What follows belongs to an exercise in optimizing a design on an open flow for small area and a short achievable clock period; a production flow would make more cautious choices.
The RTL of this run was laid out without a check of its function.
Power figures rest on the tool's default switching activity, not on a simulated workload.

--- design.v ---
module pc_fa (
  input  logic a,
  input  logic b,
  input  logic ci,
  output logic s,
  output logic co
);
  assign s  = a ^ b ^ ci;
  assign co = ( a & b ) | ( a & ci ) | ( b & ci );
endmodule
module pc_ha (
  input  logic a,
  input  logic b,
  output logic s,
  output logic co
);
  assign s  = a ^ b;
  assign co = a & b;
endmodule
module pc_x3 (
  input  logic a,
  input  logic b,
  input  logic c,
  output logic y
);
  assign y = a ^ b ^ c;
endmodule
module pc_mj (
  input  logic a,
  input  logic b,
  input  logic c,
  output logic y
);
  assign y = ( a & b ) | ( a & c ) | ( b & c );
endmodule
module bit_population_counter #(
  parameter WIDTH                 = 256
) (
  input  logic                    clk_i,
  input  logic                    srst_i,
  input  logic [WIDTH-1:0]        data_i,
  input  logic                    data_val_i,
  output logic [$clog2(WIDTH):0]  data_o,
  output logic                    data_val_o
);
logic [25:0] cs_d, cs_q;
logic s1, c2, s3, c4, s5, c6, s7, c8, s9, c10, s11, c12, s13, c14, s15, c16;
logic s17, c18, s19, c20, s21, c22, s23, c24, s25, c26, s27, c28, s29, c30, s31, c32;
logic s33, c34, s35, c36, s37, c38, s39, c40, s41, c42, s43, c44, s45, c46, s47, c48;
logic s49, c50, s51, c52, s53, c54, s55, c56, s57, c58, s59, c60, s61, c62, s63, c64;
logic s65, c66, s67, c68, s69, c70, s71, c72, s73, c74, s75, c76, s77, c78, s79, c80;
logic s81, c82, s83, c84, s85, c86, s87, c88, s89, c90, s91, c92, s93, c94, s95, c96;
logic s97, c98, s99, c100, s101, c102, s103, c104, s105, c106, s107, c108, s109, c110, s111, c112;
logic s113, c114, s115, c116, s117, c118, s119, c120, s121, c122, s123, c124, s125, c126, s127, c128;
logic s129, c130, s131, c132, s133, c134, s135, c136, s137, c138, s139, c140, s141, c142, s143, c144;
logic s145, c146, s147, c148, s149, c150, s151, c152, s153, c154, s155, c156, s157, c158, s159, c160;
logic s161, c162, s163, c164, s165, c166, s167, c168, s169, c170, s171, c172, s173, c174, s175, c176;
logic s177, c178, s179, c180, s181, c182, s183, c184, s185, c186, s187, c188, s189, c190, s191, c192;
logic s193, c194, s195, c196, s197, c198, s199, c200, s201, c202, s203, c204, s205, c206, s207, c208;
logic s209, c210, s211, c212, s213, c214, s215, c216, s217, c218, s219, c220, s221, c222, s223, c224;
logic s225, c226, s227, c228, s229, c230, s231, c232, s233, c234, s235, c236, s237, c238, s239, c240;
logic s241, c242, s243, c244, s245, c246, s247, c248, s249, c250, s251, c252, s253, c254, s255, c256;
logic s257, c258, s259, c260, s261, c262, s263, c264, s265, c266, s267, c268, s269, c270, s271, c272;
logic s273, c274, s275, c276, s277, c278, s279, c280, s281, c282, s283, c284, s285, c286, s287, c288;
logic s289, c290, s291, c292, s293, c294, s295, c296, s297, c298, s299, c300, s301, c302, s303, c304;
logic s305, c306, s307, c308, s309, c310, s311, c312, s313, c314, s315, c316, s317, c318, s319, c320;
logic s321, c322, s323, c324, s325, c326, s327, c328, s329, c330, s331, c332, s333, c334, s335, c336;
logic s337, c338, s339, c340, s341, c342, s343, c344, s345, c346, s347, c348, s349, c350, s351, c352;
logic s353, c354, s355, c356, s357, c358, s359, c360, s361, c362, s363, c364, s365, c366, s367, c368;
logic s369, c370, s371, c372, s373, c374, s375, c376, s377, c378, s379, c380, s381, c382, s383, c384;
logic s385, c386, s387, c388, s389, c390, s391, c392, s393, c394, s395, c396, s397, c398, s399, c400;
logic s401, c402, s403, c404, s405, c406, s407, c408, s409, c410, s411, c412, s413, c414, s415, c416;
logic s417, c418, s419, c420, s421, c422, s423, c424, s425, c426, s427, c428, s429, c430, s431, c432;
logic s433, c434, s435, c436, s437, c438, s439, c440, s441, c442, s443, c444, s445, c446, s447, c448;
logic s449, c450, s451, c452, s453, c454, s455, c456, s457, c458, s459, c460, s461, c462, s463, c464;
logic s465, c466, s467, c468, s469, c470, s471, c472, s473, c474, s475, c476, s477, c478, s479, c480;
logic s481, c482, s483, c484, s485, c486, s487, c488, s489, c490, s491, c492, s493, c494;
  pc_fa u_s1 (.a(data_i[0]), .b(data_i[1]), .ci(data_i[2]), .s(s1), .co(c2));
  pc_fa u_s3 (.a(data_i[3]), .b(data_i[4]), .ci(data_i[5]), .s(s3), .co(c4));
  pc_fa u_s5 (.a(data_i[6]), .b(data_i[7]), .ci(data_i[8]), .s(s5), .co(c6));
  pc_fa u_s7 (.a(data_i[9]), .b(data_i[10]), .ci(data_i[11]), .s(s7), .co(c8));
  pc_fa u_s9 (.a(data_i[12]), .b(data_i[13]), .ci(data_i[14]), .s(s9), .co(c10));
  pc_fa u_s11 (.a(data_i[15]), .b(data_i[16]), .ci(data_i[17]), .s(s11), .co(c12));
  pc_fa u_s13 (.a(data_i[18]), .b(data_i[19]), .ci(data_i[20]), .s(s13), .co(c14));
  pc_fa u_s15 (.a(data_i[21]), .b(data_i[22]), .ci(data_i[23]), .s(s15), .co(c16));
  pc_fa u_s17 (.a(data_i[24]), .b(data_i[25]), .ci(data_i[26]), .s(s17), .co(c18));
  pc_fa u_s19 (.a(data_i[27]), .b(data_i[28]), .ci(data_i[29]), .s(s19), .co(c20));
  pc_fa u_s21 (.a(data_i[30]), .b(data_i[31]), .ci(data_i[32]), .s(s21), .co(c22));
  pc_fa u_s23 (.a(data_i[33]), .b(data_i[34]), .ci(data_i[35]), .s(s23), .co(c24));
  pc_fa u_s25 (.a(data_i[36]), .b(data_i[37]), .ci(data_i[38]), .s(s25), .co(c26));
  pc_fa u_s27 (.a(data_i[39]), .b(data_i[40]), .ci(data_i[41]), .s(s27), .co(c28));
  pc_fa u_s29 (.a(data_i[42]), .b(data_i[43]), .ci(data_i[44]), .s(s29), .co(c30));
  pc_fa u_s31 (.a(data_i[45]), .b(data_i[46]), .ci(data_i[47]), .s(s31), .co(c32));
  pc_fa u_s33 (.a(data_i[48]), .b(data_i[49]), .ci(data_i[50]), .s(s33), .co(c34));
  pc_fa u_s35 (.a(data_i[51]), .b(data_i[52]), .ci(data_i[53]), .s(s35), .co(c36));
  pc_fa u_s37 (.a(data_i[54]), .b(data_i[55]), .ci(data_i[56]), .s(s37), .co(c38));
  pc_fa u_s39 (.a(data_i[57]), .b(data_i[58]), .ci(data_i[59]), .s(s39), .co(c40));
  pc_fa u_s41 (.a(data_i[60]), .b(data_i[61]), .ci(data_i[62]), .s(s41), .co(c42));
  pc_fa u_s43 (.a(data_i[63]), .b(data_i[64]), .ci(data_i[65]), .s(s43), .co(c44));
  pc_fa u_s45 (.a(data_i[66]), .b(data_i[67]), .ci(data_i[68]), .s(s45), .co(c46));
  pc_fa u_s47 (.a(data_i[69]), .b(data_i[70]), .ci(data_i[71]), .s(s47), .co(c48));
  pc_fa u_s49 (.a(data_i[72]), .b(data_i[73]), .ci(data_i[74]), .s(s49), .co(c50));
  pc_fa u_s51 (.a(data_i[75]), .b(data_i[76]), .ci(data_i[77]), .s(s51), .co(c52));
  pc_fa u_s53 (.a(data_i[78]), .b(data_i[79]), .ci(data_i[80]), .s(s53), .co(c54));
  pc_fa u_s55 (.a(data_i[81]), .b(data_i[82]), .ci(data_i[83]), .s(s55), .co(c56));
  pc_fa u_s57 (.a(data_i[84]), .b(data_i[85]), .ci(data_i[86]), .s(s57), .co(c58));
  pc_fa u_s59 (.a(data_i[87]), .b(data_i[88]), .ci(data_i[89]), .s(s59), .co(c60));
  pc_fa u_s61 (.a(data_i[90]), .b(data_i[91]), .ci(data_i[92]), .s(s61), .co(c62));
  pc_fa u_s63 (.a(data_i[93]), .b(data_i[94]), .ci(data_i[95]), .s(s63), .co(c64));
  pc_fa u_s65 (.a(data_i[96]), .b(data_i[97]), .ci(data_i[98]), .s(s65), .co(c66));
  pc_fa u_s67 (.a(data_i[99]), .b(data_i[100]), .ci(data_i[101]), .s(s67), .co(c68));
  pc_fa u_s69 (.a(data_i[102]), .b(data_i[103]), .ci(data_i[104]), .s(s69), .co(c70));
  pc_fa u_s71 (.a(data_i[105]), .b(data_i[106]), .ci(data_i[107]), .s(s71), .co(c72));
  pc_fa u_s73 (.a(data_i[108]), .b(data_i[109]), .ci(data_i[110]), .s(s73), .co(c74));
  pc_fa u_s75 (.a(data_i[111]), .b(data_i[112]), .ci(data_i[113]), .s(s75), .co(c76));
  pc_fa u_s77 (.a(data_i[114]), .b(data_i[115]), .ci(data_i[116]), .s(s77), .co(c78));
  pc_fa u_s79 (.a(data_i[117]), .b(data_i[118]), .ci(data_i[119]), .s(s79), .co(c80));
  pc_fa u_s81 (.a(data_i[120]), .b(data_i[121]), .ci(data_i[122]), .s(s81), .co(c82));
  pc_fa u_s83 (.a(data_i[123]), .b(data_i[124]), .ci(data_i[125]), .s(s83), .co(c84));
  pc_fa u_s85 (.a(data_i[126]), .b(data_i[127]), .ci(data_i[128]), .s(s85), .co(c86));
  pc_fa u_s87 (.a(data_i[129]), .b(data_i[130]), .ci(data_i[131]), .s(s87), .co(c88));
  pc_fa u_s89 (.a(data_i[132]), .b(data_i[133]), .ci(data_i[134]), .s(s89), .co(c90));
  pc_fa u_s91 (.a(data_i[135]), .b(data_i[136]), .ci(data_i[137]), .s(s91), .co(c92));
  pc_fa u_s93 (.a(data_i[138]), .b(data_i[139]), .ci(data_i[140]), .s(s93), .co(c94));
  pc_fa u_s95 (.a(data_i[141]), .b(data_i[142]), .ci(data_i[143]), .s(s95), .co(c96));
  pc_fa u_s97 (.a(data_i[144]), .b(data_i[145]), .ci(data_i[146]), .s(s97), .co(c98));
  pc_fa u_s99 (.a(data_i[147]), .b(data_i[148]), .ci(data_i[149]), .s(s99), .co(c100));
  pc_fa u_s101 (.a(data_i[150]), .b(data_i[151]), .ci(data_i[152]), .s(s101), .co(c102));
  pc_fa u_s103 (.a(data_i[153]), .b(data_i[154]), .ci(data_i[155]), .s(s103), .co(c104));
  pc_fa u_s105 (.a(data_i[156]), .b(data_i[157]), .ci(data_i[158]), .s(s105), .co(c106));
  pc_fa u_s107 (.a(data_i[159]), .b(data_i[160]), .ci(data_i[161]), .s(s107), .co(c108));
  pc_fa u_s109 (.a(data_i[162]), .b(data_i[163]), .ci(data_i[164]), .s(s109), .co(c110));
  pc_fa u_s111 (.a(data_i[165]), .b(data_i[166]), .ci(data_i[167]), .s(s111), .co(c112));
  pc_fa u_s113 (.a(data_i[168]), .b(data_i[169]), .ci(data_i[170]), .s(s113), .co(c114));
  pc_fa u_s115 (.a(data_i[171]), .b(data_i[172]), .ci(data_i[173]), .s(s115), .co(c116));
  pc_fa u_s117 (.a(data_i[174]), .b(data_i[175]), .ci(data_i[176]), .s(s117), .co(c118));
  pc_fa u_s119 (.a(data_i[177]), .b(data_i[178]), .ci(data_i[179]), .s(s119), .co(c120));
  pc_fa u_s121 (.a(data_i[180]), .b(data_i[181]), .ci(data_i[182]), .s(s121), .co(c122));
  pc_fa u_s123 (.a(data_i[183]), .b(data_i[184]), .ci(data_i[185]), .s(s123), .co(c124));
  pc_fa u_s125 (.a(data_i[186]), .b(data_i[187]), .ci(data_i[188]), .s(s125), .co(c126));
  pc_fa u_s127 (.a(data_i[189]), .b(data_i[190]), .ci(data_i[191]), .s(s127), .co(c128));
  pc_fa u_s129 (.a(data_i[192]), .b(data_i[193]), .ci(data_i[194]), .s(s129), .co(c130));
  pc_fa u_s131 (.a(data_i[195]), .b(data_i[196]), .ci(data_i[197]), .s(s131), .co(c132));
  pc_fa u_s133 (.a(data_i[198]), .b(data_i[199]), .ci(data_i[200]), .s(s133), .co(c134));
  pc_fa u_s135 (.a(data_i[201]), .b(data_i[202]), .ci(data_i[203]), .s(s135), .co(c136));
  pc_fa u_s137 (.a(data_i[204]), .b(data_i[205]), .ci(data_i[206]), .s(s137), .co(c138));
  pc_fa u_s139 (.a(data_i[207]), .b(data_i[208]), .ci(data_i[209]), .s(s139), .co(c140));
  pc_fa u_s141 (.a(data_i[210]), .b(data_i[211]), .ci(data_i[212]), .s(s141), .co(c142));
  pc_fa u_s143 (.a(data_i[213]), .b(data_i[214]), .ci(data_i[215]), .s(s143), .co(c144));
  pc_fa u_s145 (.a(data_i[216]), .b(data_i[217]), .ci(data_i[218]), .s(s145), .co(c146));
  pc_fa u_s147 (.a(data_i[219]), .b(data_i[220]), .ci(data_i[221]), .s(s147), .co(c148));
  pc_fa u_s149 (.a(data_i[222]), .b(data_i[223]), .ci(data_i[224]), .s(s149), .co(c150));
  pc_fa u_s151 (.a(data_i[225]), .b(data_i[226]), .ci(data_i[227]), .s(s151), .co(c152));
  pc_fa u_s153 (.a(data_i[228]), .b(data_i[229]), .ci(data_i[230]), .s(s153), .co(c154));
  pc_fa u_s155 (.a(data_i[231]), .b(data_i[232]), .ci(data_i[233]), .s(s155), .co(c156));
  pc_fa u_s157 (.a(data_i[234]), .b(data_i[235]), .ci(data_i[236]), .s(s157), .co(c158));
  pc_fa u_s159 (.a(data_i[237]), .b(data_i[238]), .ci(data_i[239]), .s(s159), .co(c160));
  pc_fa u_s161 (.a(data_i[240]), .b(data_i[241]), .ci(data_i[242]), .s(s161), .co(c162));
  pc_fa u_s163 (.a(data_i[243]), .b(data_i[244]), .ci(data_i[245]), .s(s163), .co(c164));
  pc_fa u_s165 (.a(data_i[246]), .b(data_i[247]), .ci(data_i[248]), .s(s165), .co(c166));
  pc_fa u_s167 (.a(data_i[249]), .b(data_i[250]), .ci(data_i[251]), .s(s167), .co(c168));
  pc_fa u_s169 (.a(data_i[252]), .b(data_i[253]), .ci(data_i[254]), .s(s169), .co(c170));
  pc_fa u_s171 (.a(data_i[255]), .b(s1), .ci(s3), .s(s171), .co(c172));
  pc_fa u_s173 (.a(s5), .b(s7), .ci(s9), .s(s173), .co(c174));
  pc_fa u_s175 (.a(s11), .b(s13), .ci(s15), .s(s175), .co(c176));
  pc_fa u_s177 (.a(s17), .b(s19), .ci(s21), .s(s177), .co(c178));
  pc_fa u_s179 (.a(s23), .b(s25), .ci(s27), .s(s179), .co(c180));
  pc_fa u_s181 (.a(s29), .b(s31), .ci(s33), .s(s181), .co(c182));
  pc_fa u_s183 (.a(s35), .b(s37), .ci(s39), .s(s183), .co(c184));
  pc_fa u_s185 (.a(s41), .b(s43), .ci(s45), .s(s185), .co(c186));
  pc_fa u_s187 (.a(s47), .b(s49), .ci(s51), .s(s187), .co(c188));
  pc_fa u_s189 (.a(s53), .b(s55), .ci(s57), .s(s189), .co(c190));
  pc_fa u_s191 (.a(s59), .b(s61), .ci(s63), .s(s191), .co(c192));
  pc_fa u_s193 (.a(s65), .b(s67), .ci(s69), .s(s193), .co(c194));
  pc_fa u_s195 (.a(s71), .b(s73), .ci(s75), .s(s195), .co(c196));
  pc_fa u_s197 (.a(s77), .b(s79), .ci(s81), .s(s197), .co(c198));
  pc_fa u_s199 (.a(s83), .b(s85), .ci(s87), .s(s199), .co(c200));
  pc_fa u_s201 (.a(s89), .b(s91), .ci(s93), .s(s201), .co(c202));
  pc_fa u_s203 (.a(s95), .b(s97), .ci(s99), .s(s203), .co(c204));
  pc_fa u_s205 (.a(s101), .b(s103), .ci(s105), .s(s205), .co(c206));
  pc_fa u_s207 (.a(s107), .b(s109), .ci(s111), .s(s207), .co(c208));
  pc_fa u_s209 (.a(s113), .b(s115), .ci(s117), .s(s209), .co(c210));
  pc_fa u_s211 (.a(s119), .b(s121), .ci(s123), .s(s211), .co(c212));
  pc_fa u_s213 (.a(s125), .b(s127), .ci(s129), .s(s213), .co(c214));
  pc_fa u_s215 (.a(s131), .b(s133), .ci(s135), .s(s215), .co(c216));
  pc_fa u_s217 (.a(s137), .b(s139), .ci(s141), .s(s217), .co(c218));
  pc_fa u_s219 (.a(s143), .b(s145), .ci(s147), .s(s219), .co(c220));
  pc_fa u_s221 (.a(s149), .b(s151), .ci(s153), .s(s221), .co(c222));
  pc_fa u_s223 (.a(s155), .b(s157), .ci(s159), .s(s223), .co(c224));
  pc_fa u_s225 (.a(s161), .b(s163), .ci(s165), .s(s225), .co(c226));
  pc_fa u_s227 (.a(s167), .b(s169), .ci(s171), .s(s227), .co(c228));
  pc_fa u_s229 (.a(s173), .b(s175), .ci(s177), .s(s229), .co(c230));
  pc_fa u_s231 (.a(s179), .b(s181), .ci(s183), .s(s231), .co(c232));
  pc_fa u_s233 (.a(s185), .b(s187), .ci(s189), .s(s233), .co(c234));
  pc_fa u_s235 (.a(s191), .b(s193), .ci(s195), .s(s235), .co(c236));
  pc_fa u_s237 (.a(s197), .b(s199), .ci(s201), .s(s237), .co(c238));
  pc_fa u_s239 (.a(s203), .b(s205), .ci(s207), .s(s239), .co(c240));
  pc_fa u_s241 (.a(s209), .b(s211), .ci(s213), .s(s241), .co(c242));
  pc_fa u_s243 (.a(s215), .b(s217), .ci(s219), .s(s243), .co(c244));
  pc_fa u_s245 (.a(s221), .b(s223), .ci(s225), .s(s245), .co(c246));
  pc_fa u_s247 (.a(s227), .b(s229), .ci(s231), .s(s247), .co(c248));
  pc_fa u_s249 (.a(s233), .b(s235), .ci(s237), .s(s249), .co(c250));
  pc_fa u_s251 (.a(s239), .b(s241), .ci(s243), .s(s251), .co(c252));
  pc_fa u_s253 (.a(s245), .b(s247), .ci(s249), .s(s253), .co(c254));
  pc_fa u_s255 (.a(c2), .b(c4), .ci(c6), .s(s255), .co(c256));
  pc_fa u_s257 (.a(c8), .b(c10), .ci(c12), .s(s257), .co(c258));
  pc_fa u_s259 (.a(c14), .b(c16), .ci(c18), .s(s259), .co(c260));
  pc_fa u_s261 (.a(c20), .b(c22), .ci(c24), .s(s261), .co(c262));
  pc_fa u_s263 (.a(c26), .b(c28), .ci(c30), .s(s263), .co(c264));
  pc_fa u_s265 (.a(c32), .b(c34), .ci(c36), .s(s265), .co(c266));
  pc_fa u_s267 (.a(c38), .b(c40), .ci(c42), .s(s267), .co(c268));
  pc_fa u_s269 (.a(c44), .b(c46), .ci(c48), .s(s269), .co(c270));
  pc_fa u_s271 (.a(c50), .b(c52), .ci(c54), .s(s271), .co(c272));
  pc_fa u_s273 (.a(c56), .b(c58), .ci(c60), .s(s273), .co(c274));
  pc_fa u_s275 (.a(c62), .b(c64), .ci(c66), .s(s275), .co(c276));
  pc_fa u_s277 (.a(c68), .b(c70), .ci(c72), .s(s277), .co(c278));
  pc_fa u_s279 (.a(c74), .b(c76), .ci(c78), .s(s279), .co(c280));
  pc_fa u_s281 (.a(c80), .b(c82), .ci(c84), .s(s281), .co(c282));
  pc_fa u_s283 (.a(c86), .b(c88), .ci(c90), .s(s283), .co(c284));
  pc_fa u_s285 (.a(c92), .b(c94), .ci(c96), .s(s285), .co(c286));
  pc_fa u_s287 (.a(c98), .b(c100), .ci(c102), .s(s287), .co(c288));
  pc_fa u_s289 (.a(c104), .b(c106), .ci(c108), .s(s289), .co(c290));
  pc_fa u_s291 (.a(c110), .b(c112), .ci(c114), .s(s291), .co(c292));
  pc_fa u_s293 (.a(c116), .b(c118), .ci(c120), .s(s293), .co(c294));
  pc_fa u_s295 (.a(c122), .b(c124), .ci(c126), .s(s295), .co(c296));
  pc_fa u_s297 (.a(c128), .b(c130), .ci(c132), .s(s297), .co(c298));
  pc_fa u_s299 (.a(c134), .b(c136), .ci(c138), .s(s299), .co(c300));
  pc_fa u_s301 (.a(c140), .b(c142), .ci(c144), .s(s301), .co(c302));
  pc_fa u_s303 (.a(c146), .b(c148), .ci(c150), .s(s303), .co(c304));
  pc_fa u_s305 (.a(c152), .b(c154), .ci(c156), .s(s305), .co(c306));
  pc_fa u_s307 (.a(c158), .b(c160), .ci(c162), .s(s307), .co(c308));
  pc_fa u_s309 (.a(c164), .b(c166), .ci(c168), .s(s309), .co(c310));
  pc_fa u_s311 (.a(c170), .b(c172), .ci(c174), .s(s311), .co(c312));
  pc_fa u_s313 (.a(c176), .b(c178), .ci(c180), .s(s313), .co(c314));
  pc_fa u_s315 (.a(c182), .b(c184), .ci(c186), .s(s315), .co(c316));
  pc_fa u_s317 (.a(c188), .b(c190), .ci(c192), .s(s317), .co(c318));
  pc_fa u_s319 (.a(c194), .b(c196), .ci(c198), .s(s319), .co(c320));
  pc_fa u_s321 (.a(c200), .b(c202), .ci(c204), .s(s321), .co(c322));
  pc_fa u_s323 (.a(c206), .b(c208), .ci(c210), .s(s323), .co(c324));
  pc_fa u_s325 (.a(c212), .b(c214), .ci(c216), .s(s325), .co(c326));
  pc_fa u_s327 (.a(c218), .b(c220), .ci(c222), .s(s327), .co(c328));
  pc_fa u_s329 (.a(c224), .b(c226), .ci(s255), .s(s329), .co(c330));
  pc_fa u_s331 (.a(s257), .b(s259), .ci(s261), .s(s331), .co(c332));
  pc_fa u_s333 (.a(s263), .b(s265), .ci(s267), .s(s333), .co(c334));
  pc_fa u_s335 (.a(s269), .b(s271), .ci(s273), .s(s335), .co(c336));
  pc_fa u_s337 (.a(s275), .b(s277), .ci(s279), .s(s337), .co(c338));
  pc_fa u_s339 (.a(s281), .b(s283), .ci(s285), .s(s339), .co(c340));
  pc_fa u_s341 (.a(s287), .b(s289), .ci(s291), .s(s341), .co(c342));
  pc_fa u_s343 (.a(s293), .b(s295), .ci(s297), .s(s343), .co(c344));
  pc_fa u_s345 (.a(s299), .b(s301), .ci(s303), .s(s345), .co(c346));
  pc_fa u_s347 (.a(s305), .b(s307), .ci(s309), .s(s347), .co(c348));
  pc_fa u_s349 (.a(c228), .b(s311), .ci(c230), .s(s349), .co(c350));
  pc_fa u_s351 (.a(c232), .b(c234), .ci(c236), .s(s351), .co(c352));
  pc_fa u_s353 (.a(c238), .b(c240), .ci(c242), .s(s353), .co(c354));
  pc_fa u_s355 (.a(c244), .b(c246), .ci(s313), .s(s355), .co(c356));
  pc_fa u_s357 (.a(s315), .b(s317), .ci(s319), .s(s357), .co(c358));
  pc_fa u_s359 (.a(s321), .b(s323), .ci(s325), .s(s359), .co(c360));
  pc_fa u_s361 (.a(s327), .b(s329), .ci(s331), .s(s361), .co(c362));
  pc_fa u_s363 (.a(s333), .b(s335), .ci(s337), .s(s363), .co(c364));
  pc_fa u_s365 (.a(s339), .b(s341), .ci(s343), .s(s365), .co(c366));
  pc_fa u_s367 (.a(s345), .b(s347), .ci(s349), .s(s367), .co(c368));
  pc_fa u_s369 (.a(c248), .b(s351), .ci(s353), .s(s369), .co(c370));
  pc_fa u_s371 (.a(s355), .b(s357), .ci(s359), .s(s371), .co(c372));
  pc_fa u_s373 (.a(s361), .b(s363), .ci(s365), .s(s373), .co(c374));
  pc_fa u_s375 (.a(c250), .b(c252), .ci(s367), .s(s375), .co(c376));
  pc_fa u_s377 (.a(c254), .b(s369), .ci(s371), .s(s377), .co(c378));
  pc_fa u_s379 (.a(c256), .b(c258), .ci(c260), .s(s379), .co(c380));
  pc_fa u_s381 (.a(c262), .b(c264), .ci(c266), .s(s381), .co(c382));
  pc_fa u_s383 (.a(c268), .b(c270), .ci(c272), .s(s383), .co(c384));
  pc_fa u_s385 (.a(c274), .b(c276), .ci(c278), .s(s385), .co(c386));
  pc_fa u_s387 (.a(c280), .b(c282), .ci(c284), .s(s387), .co(c388));
  pc_fa u_s389 (.a(c286), .b(c288), .ci(c290), .s(s389), .co(c390));
  pc_fa u_s391 (.a(c292), .b(c294), .ci(c296), .s(s391), .co(c392));
  pc_fa u_s393 (.a(c298), .b(c300), .ci(c302), .s(s393), .co(c394));
  pc_fa u_s395 (.a(c304), .b(c306), .ci(c308), .s(s395), .co(c396));
  pc_fa u_s397 (.a(c310), .b(c312), .ci(c314), .s(s397), .co(c398));
  pc_fa u_s399 (.a(c316), .b(c318), .ci(c320), .s(s399), .co(c400));
  pc_fa u_s401 (.a(c322), .b(c324), .ci(c326), .s(s401), .co(c402));
  pc_fa u_s403 (.a(c328), .b(c330), .ci(c332), .s(s403), .co(c404));
  pc_fa u_s405 (.a(c334), .b(c336), .ci(c338), .s(s405), .co(c406));
  pc_fa u_s407 (.a(c340), .b(c342), .ci(c344), .s(s407), .co(c408));
  pc_fa u_s409 (.a(c346), .b(c348), .ci(s379), .s(s409), .co(c410));
  pc_fa u_s411 (.a(s381), .b(s383), .ci(s385), .s(s411), .co(c412));
  pc_fa u_s413 (.a(s387), .b(s389), .ci(s391), .s(s413), .co(c414));
  pc_fa u_s415 (.a(s393), .b(s395), .ci(c350), .s(s415), .co(c416));
  pc_fa u_s417 (.a(s397), .b(c352), .ci(c354), .s(s417), .co(c418));
  pc_fa u_s419 (.a(c356), .b(c358), .ci(c360), .s(s419), .co(c420));
  pc_fa u_s421 (.a(c362), .b(c364), .ci(c366), .s(s421), .co(c422));
  pc_fa u_s423 (.a(s399), .b(s401), .ci(s403), .s(s423), .co(c424));
  pc_fa u_s425 (.a(s405), .b(s407), .ci(s409), .s(s425), .co(c426));
  pc_fa u_s427 (.a(s411), .b(s413), .ci(c368), .s(s427), .co(c428));
  pc_fa u_s429 (.a(s415), .b(c370), .ci(s417), .s(s429), .co(c430));
  pc_fa u_s431 (.a(c372), .b(c374), .ci(s419), .s(s431), .co(c432));
  pc_fa u_s433 (.a(s421), .b(s423), .ci(s425), .s(s433), .co(c434));
  pc_fa u_s435 (.a(c380), .b(c382), .ci(c384), .s(s435), .co(c436));
  pc_fa u_s437 (.a(c386), .b(c388), .ci(c390), .s(s437), .co(c438));
  pc_fa u_s439 (.a(c392), .b(c394), .ci(c396), .s(s439), .co(c440));
  pc_fa u_s441 (.a(c398), .b(c400), .ci(c402), .s(s441), .co(c442));
  pc_fa u_s443 (.a(c404), .b(c406), .ci(c408), .s(s443), .co(c444));
  pc_fa u_s445 (.a(c410), .b(c412), .ci(c414), .s(s445), .co(c446));
  pc_fa u_s447 (.a(s435), .b(s437), .ci(s439), .s(s447), .co(c448));
  pc_fa u_s449 (.a(c416), .b(c418), .ci(s441), .s(s449), .co(c450));
  pc_fa u_s451 (.a(s443), .b(s445), .ci(s447), .s(s451), .co(c452));
  pc_fa u_s453 (.a(c420), .b(c422), .ci(c424), .s(s453), .co(c454));
  pc_fa u_s455 (.a(c436), .b(c438), .ci(c440), .s(s455), .co(c456));
  pc_fa u_s457 (.a(c442), .b(c444), .ci(c446), .s(s457), .co(c458));
  pc_fa u_s459 (.a(c448), .b(s455), .ci(c450), .s(s459), .co(c460));
assign cs_d[0] = s251;  
assign cs_d[1] = s253;  
assign cs_d[2] = s373;  
assign cs_d[3] = s375;  
assign cs_d[4] = s377;  
assign cs_d[5] = c376;  
assign cs_d[6] = s427;  
assign cs_d[7] = s429;  
assign cs_d[8] = c378;  
assign cs_d[9] = s431;  
assign cs_d[10] = s433;  
assign cs_d[11] = c426;  
assign cs_d[12] = c428;  
assign cs_d[13] = c430;  
assign cs_d[14] = s449;  
assign cs_d[15] = s451;  
assign cs_d[16] = c432;  
assign cs_d[17] = c434;  
assign cs_d[18] = s453;  
assign cs_d[19] = s457;  
assign cs_d[20] = c452;  
assign cs_d[21] = c454;  
assign cs_d[22] = s459;  
assign cs_d[23] = c456;  
assign cs_d[24] = c458;  
assign cs_d[25] = c460;  
always_ff @( posedge clk_i )
  cs_q <= cs_d;
always_ff @( posedge clk_i )
  begin
    if( srst_i )
      data_val_o <= 1'b0;
    else
      data_val_o <= data_val_i;
  end
  pc_x3 u_s461 (.a(cs_q[2]), .b(cs_q[3]), .c(cs_q[4]), .y(s461));
  pc_mj u_c462 (.a(cs_q[2]), .b(cs_q[3]), .c(cs_q[4]), .y(c462));
  pc_x3 u_s463 (.a(cs_q[5]), .b(cs_q[6]), .c(cs_q[7]), .y(s463));
  pc_mj u_c464 (.a(cs_q[5]), .b(cs_q[6]), .c(cs_q[7]), .y(c464));
  pc_x3 u_s465 (.a(cs_q[8]), .b(cs_q[9]), .c(cs_q[10]), .y(s465));
  pc_mj u_c466 (.a(cs_q[8]), .b(cs_q[9]), .c(cs_q[10]), .y(c466));
  pc_x3 u_s467 (.a(c462), .b(s463), .c(s465), .y(s467));
  pc_mj u_c468 (.a(c462), .b(s463), .c(s465), .y(c468));
  pc_x3 u_s469 (.a(cs_q[11]), .b(cs_q[12]), .c(cs_q[13]), .y(s469));
  pc_mj u_c470 (.a(cs_q[11]), .b(cs_q[12]), .c(cs_q[13]), .y(c470));
  pc_x3 u_s471 (.a(cs_q[14]), .b(cs_q[15]), .c(cs_q[16]), .y(s471));
  pc_mj u_c472 (.a(cs_q[14]), .b(cs_q[15]), .c(cs_q[16]), .y(c472));
  pc_x3 u_s473 (.a(cs_q[17]), .b(cs_q[18]), .c(c464), .y(s473));
  pc_mj u_c474 (.a(cs_q[17]), .b(cs_q[18]), .c(c464), .y(c474));
  pc_x3 u_s475 (.a(c466), .b(s469), .c(s471), .y(s475));
  pc_mj u_c476 (.a(c466), .b(s469), .c(s471), .y(c476));
  pc_x3 u_s477 (.a(s473), .b(c468), .c(s475), .y(s477));
  pc_mj u_c478 (.a(s473), .b(c468), .c(s475), .y(c478));
  pc_x3 u_s479 (.a(cs_q[19]), .b(cs_q[20]), .c(cs_q[21]), .y(s479));
  pc_mj u_c480 (.a(cs_q[19]), .b(cs_q[20]), .c(cs_q[21]), .y(c480));
  pc_x3 u_s481 (.a(cs_q[22]), .b(c470), .c(c472), .y(s481));
  pc_mj u_c482 (.a(cs_q[22]), .b(c470), .c(c472), .y(c482));
  pc_x3 u_s483 (.a(s479), .b(c474), .c(s481), .y(s483));
  pc_mj u_c484 (.a(s479), .b(c474), .c(s481), .y(c484));
  pc_x3 u_s485 (.a(c476), .b(s483), .c(c478), .y(s485));
  pc_mj u_c486 (.a(c476), .b(s483), .c(c478), .y(c486));
  pc_x3 u_s487 (.a(cs_q[23]), .b(cs_q[24]), .c(cs_q[25]), .y(s487));
  pc_mj u_c488 (.a(cs_q[23]), .b(cs_q[24]), .c(cs_q[25]), .y(c488));
  pc_x3 u_s489 (.a(c480), .b(s487), .c(c482), .y(s489));
  pc_mj u_c490 (.a(c480), .b(s487), .c(c482), .y(c490));
  pc_x3 u_s491 (.a(s489), .b(c484), .c(c486), .y(s491));
  pc_mj u_c492 (.a(s489), .b(c484), .c(c486), .y(c492));
  pc_x3 u_s493 (.a(c488), .b(c490), .c(c492), .y(s493));
  pc_mj u_c494 (.a(c488), .b(c490), .c(c492), .y(c494));
assign data_o = {1'b0, c494, s493, s491, s485, s477, s467, s461, cs_q[0]}
              + {1'b0, 1'b0, 1'b0, 1'b0, 1'b0, 1'b0, 1'b0, 1'b0, cs_q[1]};
endmodule
--- flow/run.sh ---
#!/bin/bash
# The standard layout (standard.sh), with plain buf_1 cells as the port buffers and a
# small clock tree. The make output goes to standard.log; each ORFS step logs to orfs/logs/.
set -euo pipefail
export BUFFER_PORTS_ARGS="-buffer_cell sky130_fd_sc_hd__buf_1"
export CTS_ARGS="-sink_clustering_enable -repair_clock_nets -dont_use_dummy_load -buf_list sky130_fd_sc_hd__clkbuf_8"
bash standard.sh > standard.log 2>&1
--- standard.sh ---
#!/bin/bash
# synth_recipe.tcl (not shown) runs the flow's synth.tcl, then flattens the netlist and writes it again
# the make line also repeats each setting of config.mk as NAME=value (left out here)
make -C /OpenROAD-flow-scripts/flow DESIGN_CONFIG=/design/flow/config.mk WORK_HOME=/design/flow/orfs CLKGATE_MAP_FILE= SYNTH_SCRIPT=/design/flow/synth_recipe.tcl "${@:-finish}"
--- config.mk ---
export PLATFORM = sky130hd
export DESIGN_NAME = bit_population_counter
export DESIGN_NICKNAME = bit_population_counter
export VERILOG_FILES = /design/flow/design.v
export SDC_FILE = /design/flow/constraint.sdc
export NUM_CORES = 4
export LEC_CHECK = 0
export CAP_MARGIN = 20
export CORE_MARGIN = 2
export CORE_UTILIZATION = 40
export CTS_BUF_LIST = sky130_fd_sc_hd__clkbuf_8
export SLEW_MARGIN = 20
export SYNTH_HIERARCHICAL = 1
--- constraint.sdc ---
create_clock -name core_clock -period 11.0 [get_ports {clk_i}]
set_input_delay 2.2000 -clock core_clock [delete_from_list [all_inputs] [get_ports {clk_i}]]
set_output_delay 2.2000 -clock core_clock [all_outputs]
set_load 0.01 [all_outputs]
==> qor.yml <==
outcome: "timing/DRC/antenna clean"
rsz0062_at_grt: "no"
final_cell_mix: "buf_1 (268), fa_1 (230), dfxtp_1 (27)"
synth_nets: 800
antenna_cells: 0
setup_viol: 0
final_cell_area_um2: 7149
synth_top_cell_area_share: 0.7841
design.die.area_um2: 15670
cts_resized: 0
wl_met3_um: 523
max_stage_delay_ps: 480
dp_slack_ps: 5238
dr.first_iter.drc_count: 66
end_kind: "primary output"
hold_buffers: 0
hpwl_um: 13520
die_x_um: 125.2
layout_min_cycle_time_ps: 5460
grt-ovfl-total: 0
cap_violations: 0
cts-buffers-inserted: 3
gp_congestion: 0.9056
vias_per_cell: 4.653
vias: 3555
p_leak_nw: 2.609
detail-route-antenna-nets: 0
grt_pass1_vias: 4528
tns_ps: 0
yosys-top-cells-area: "fa_1 (78%), dfxtp_1 (9.2%), xor3_1 (6.9%)"
antenna_found_initial: 0
drc_errors: 0
drt-met1-wl_um: 5077
io_buffer_count: 268
grt_usage: 0.1862
post_synth.cell_area_avg_um2: 19.00
fin_ws_ps: 5540
crit_chain: "xor3_1, xor3_1, maj3_2, maj3_2, maj3_2, xor3_1, nand4_1, xnor2_1, buf_1"
ys_seq_elements: 27
crit_fanout: 3
slew_headroom: 0.8625
finalCritPeriodShare: 0.4963
clkSinkCount: 27
finalHoldViolations: 0
worstMarginPinSlew_ps: 206.0
initial_core_util: 0.4071
min_from: "srst_i"
timing.fmax_ghz: 0.1832
cp.required_ps: 8800
die_h_um: 125.2
startpoint_type: "flop"
critical_path.startpoint: "cs_q[12]$_DFF_P_"
cts.root.buffer_cell: "clkbuf_8"
yosysTopAreaCell: "fa_1"
cts_tree: "built"
peakVddDrop_v: 0.0003596
layout-drive-gt1-share: 0.03448
hold_end: "data_val_o$_SDFF_PP0_"
synth_area_um2: 5872
grt_pass1_wl_um: 22360
clk_pin_slew_ps: 100
power_w: 0.002871
fp-row-count: 44
final_common_cell: "buf_1"
pwr_density_cell_nw_per_um2: 401.5
place_area_um2: 7108
core_area_um2: 14420
slew_viol_final: 0
arrival_ps: 3260
cts_setup_buffers: 0
maxUsedRoutingLayer: "met4"
firstDrtPassIters: 4
avgRoutedWirePerCell_um: 17.84
worstSetupPathType: "reg -> out"
yosysWarnings: 7
wl_met2_um: 7953
fin_nets: 1073
synthCells: 309
io_pins: 269
final_util: 0.4957
area_growth_pct: 21.76
h-tree-depth: 1
hold_depth: 2
slowest_stage: "xor3_1"
ys_types: 14
grt_max_degree: 17
ys_seq_area_frac: 0.09205
clk_path_buf_depth: 2
wl_um: 13630
hold_class: "in -> reg"
[flip-flops by register name, indices dropped and copies added (netlist names)]
name and flops:
cs_q 26, data_val_o 1
[modules after synthesis (local to each module, per instance)]
module	times used	flops+latches	cells	area [um^2]
pc_fa	230	0	1	20.02
pc_mj	17	0	1	11.26
bit_population_counter	1	27	45	671.9
pc_x3	17	0	1	23.77
[area by class of cell]
class / instances / area, um^2
flip-flops and latches: 27 / 540.5
multi-input cells: 282 / 5331
repair buffers: 268 / 1006
fillers: 1309 / 7274
well taps: 184 / 230.2
clock buffers: 3 / 41.29
[routing by layer]
| layer | vias up | GRT usage |
|---|---|---|
| li1 | 1517 | - |
| met1 | 1912 | 0.2297 |
| met2 | 118 | 0.3660 |
| met3 | 8 | 0.01968 |
| met4 | 0 | 0.01569 |
| met5 | - | 0 |
[critical path: cells and delay by family (launching register included)]
family | cells | cell delay, ps
simple gates | 1 | 130
buf+inv | 1 | 160
flops | 1 | 330
xor+xnor | 4 | 1360
fa+ha+maj | 3 | 1000
[how the worst max path moves through the flow]
stage | end | slack, ps
floorplan | cs_q[22]$_DFF_P_ | 5520
global placement | cs_q[22]$_DFF_P_ | 5310
detailed placement | cs_q[22]$_DFF_P_ | 5240
CTS | data_o[7] | 5520
global route | data_o[7] | 5380
finish | data_o[7] | 5540
[kinds of logic after synthesis]
kind of cell               share of synthesized area
adders and majority gates                     0.8210
DFF                                          0.09205
xor gates and xnor gates                     0.07778
and+or+nand+nor                             0.009164
[Yosys cell counts]
library cell / n
fa_1: 230
dfxtp_1: 27
maj3_2: 17
xor3_1: 17
xnor2_1: 5
nand3_1: 3
ha_1: 2
nand2_1: 2
and3_1: 1
and4_1: 1
nand4_1: 1
nor2_1: 1
nor2b_1: 1
xor2_1: 1
[where the power goes]
part | total, W | internal, W | switching, W
sequential | 0.000232 | 0.000196 | 0.0000351
clock | 0.0000541 | 0.0000246 | 0.0000295
combinational | 0.00258 | 0.00131 | 0.00128
[through the flow]
step,std cells,hold slack [ps]
after floorplan,309,2272
after global placement,761,2356
after detailed placement,761,2363
after CTS,764,2085
after global routing,764,2091
final,764,2083

re-timing with driven ports:
Ports are ideal in the flow. The routed layout listed here was re-timed in OpenROAD. Step 1: set_driving_cell puts a clkbuf_16 on clk_i and a buf_2 on each other input, an assumption about the parent block. Step 2, shift: input delay + t, output delay - t, t = (earliest + latest rising clock arrival at the registers) / 2. This alone moves slack from input paths to output paths. Slacks: ideal ports / drivers / drivers and shift; pairs: ideal ports / drivers.
t (ns): 0.298
slack for setup (ns): 5.540 / 5.509 / 5.283
hold WS [ns]: 2.083 / 2.080 / 2.378
worst register clock-pin slew, ns: 0.10 / 0.10
After both steps this run still meets setup and hold. For this run, drivers alone change the setup slack by -0.031 ns; drivers and shift together by -0.257 ns.
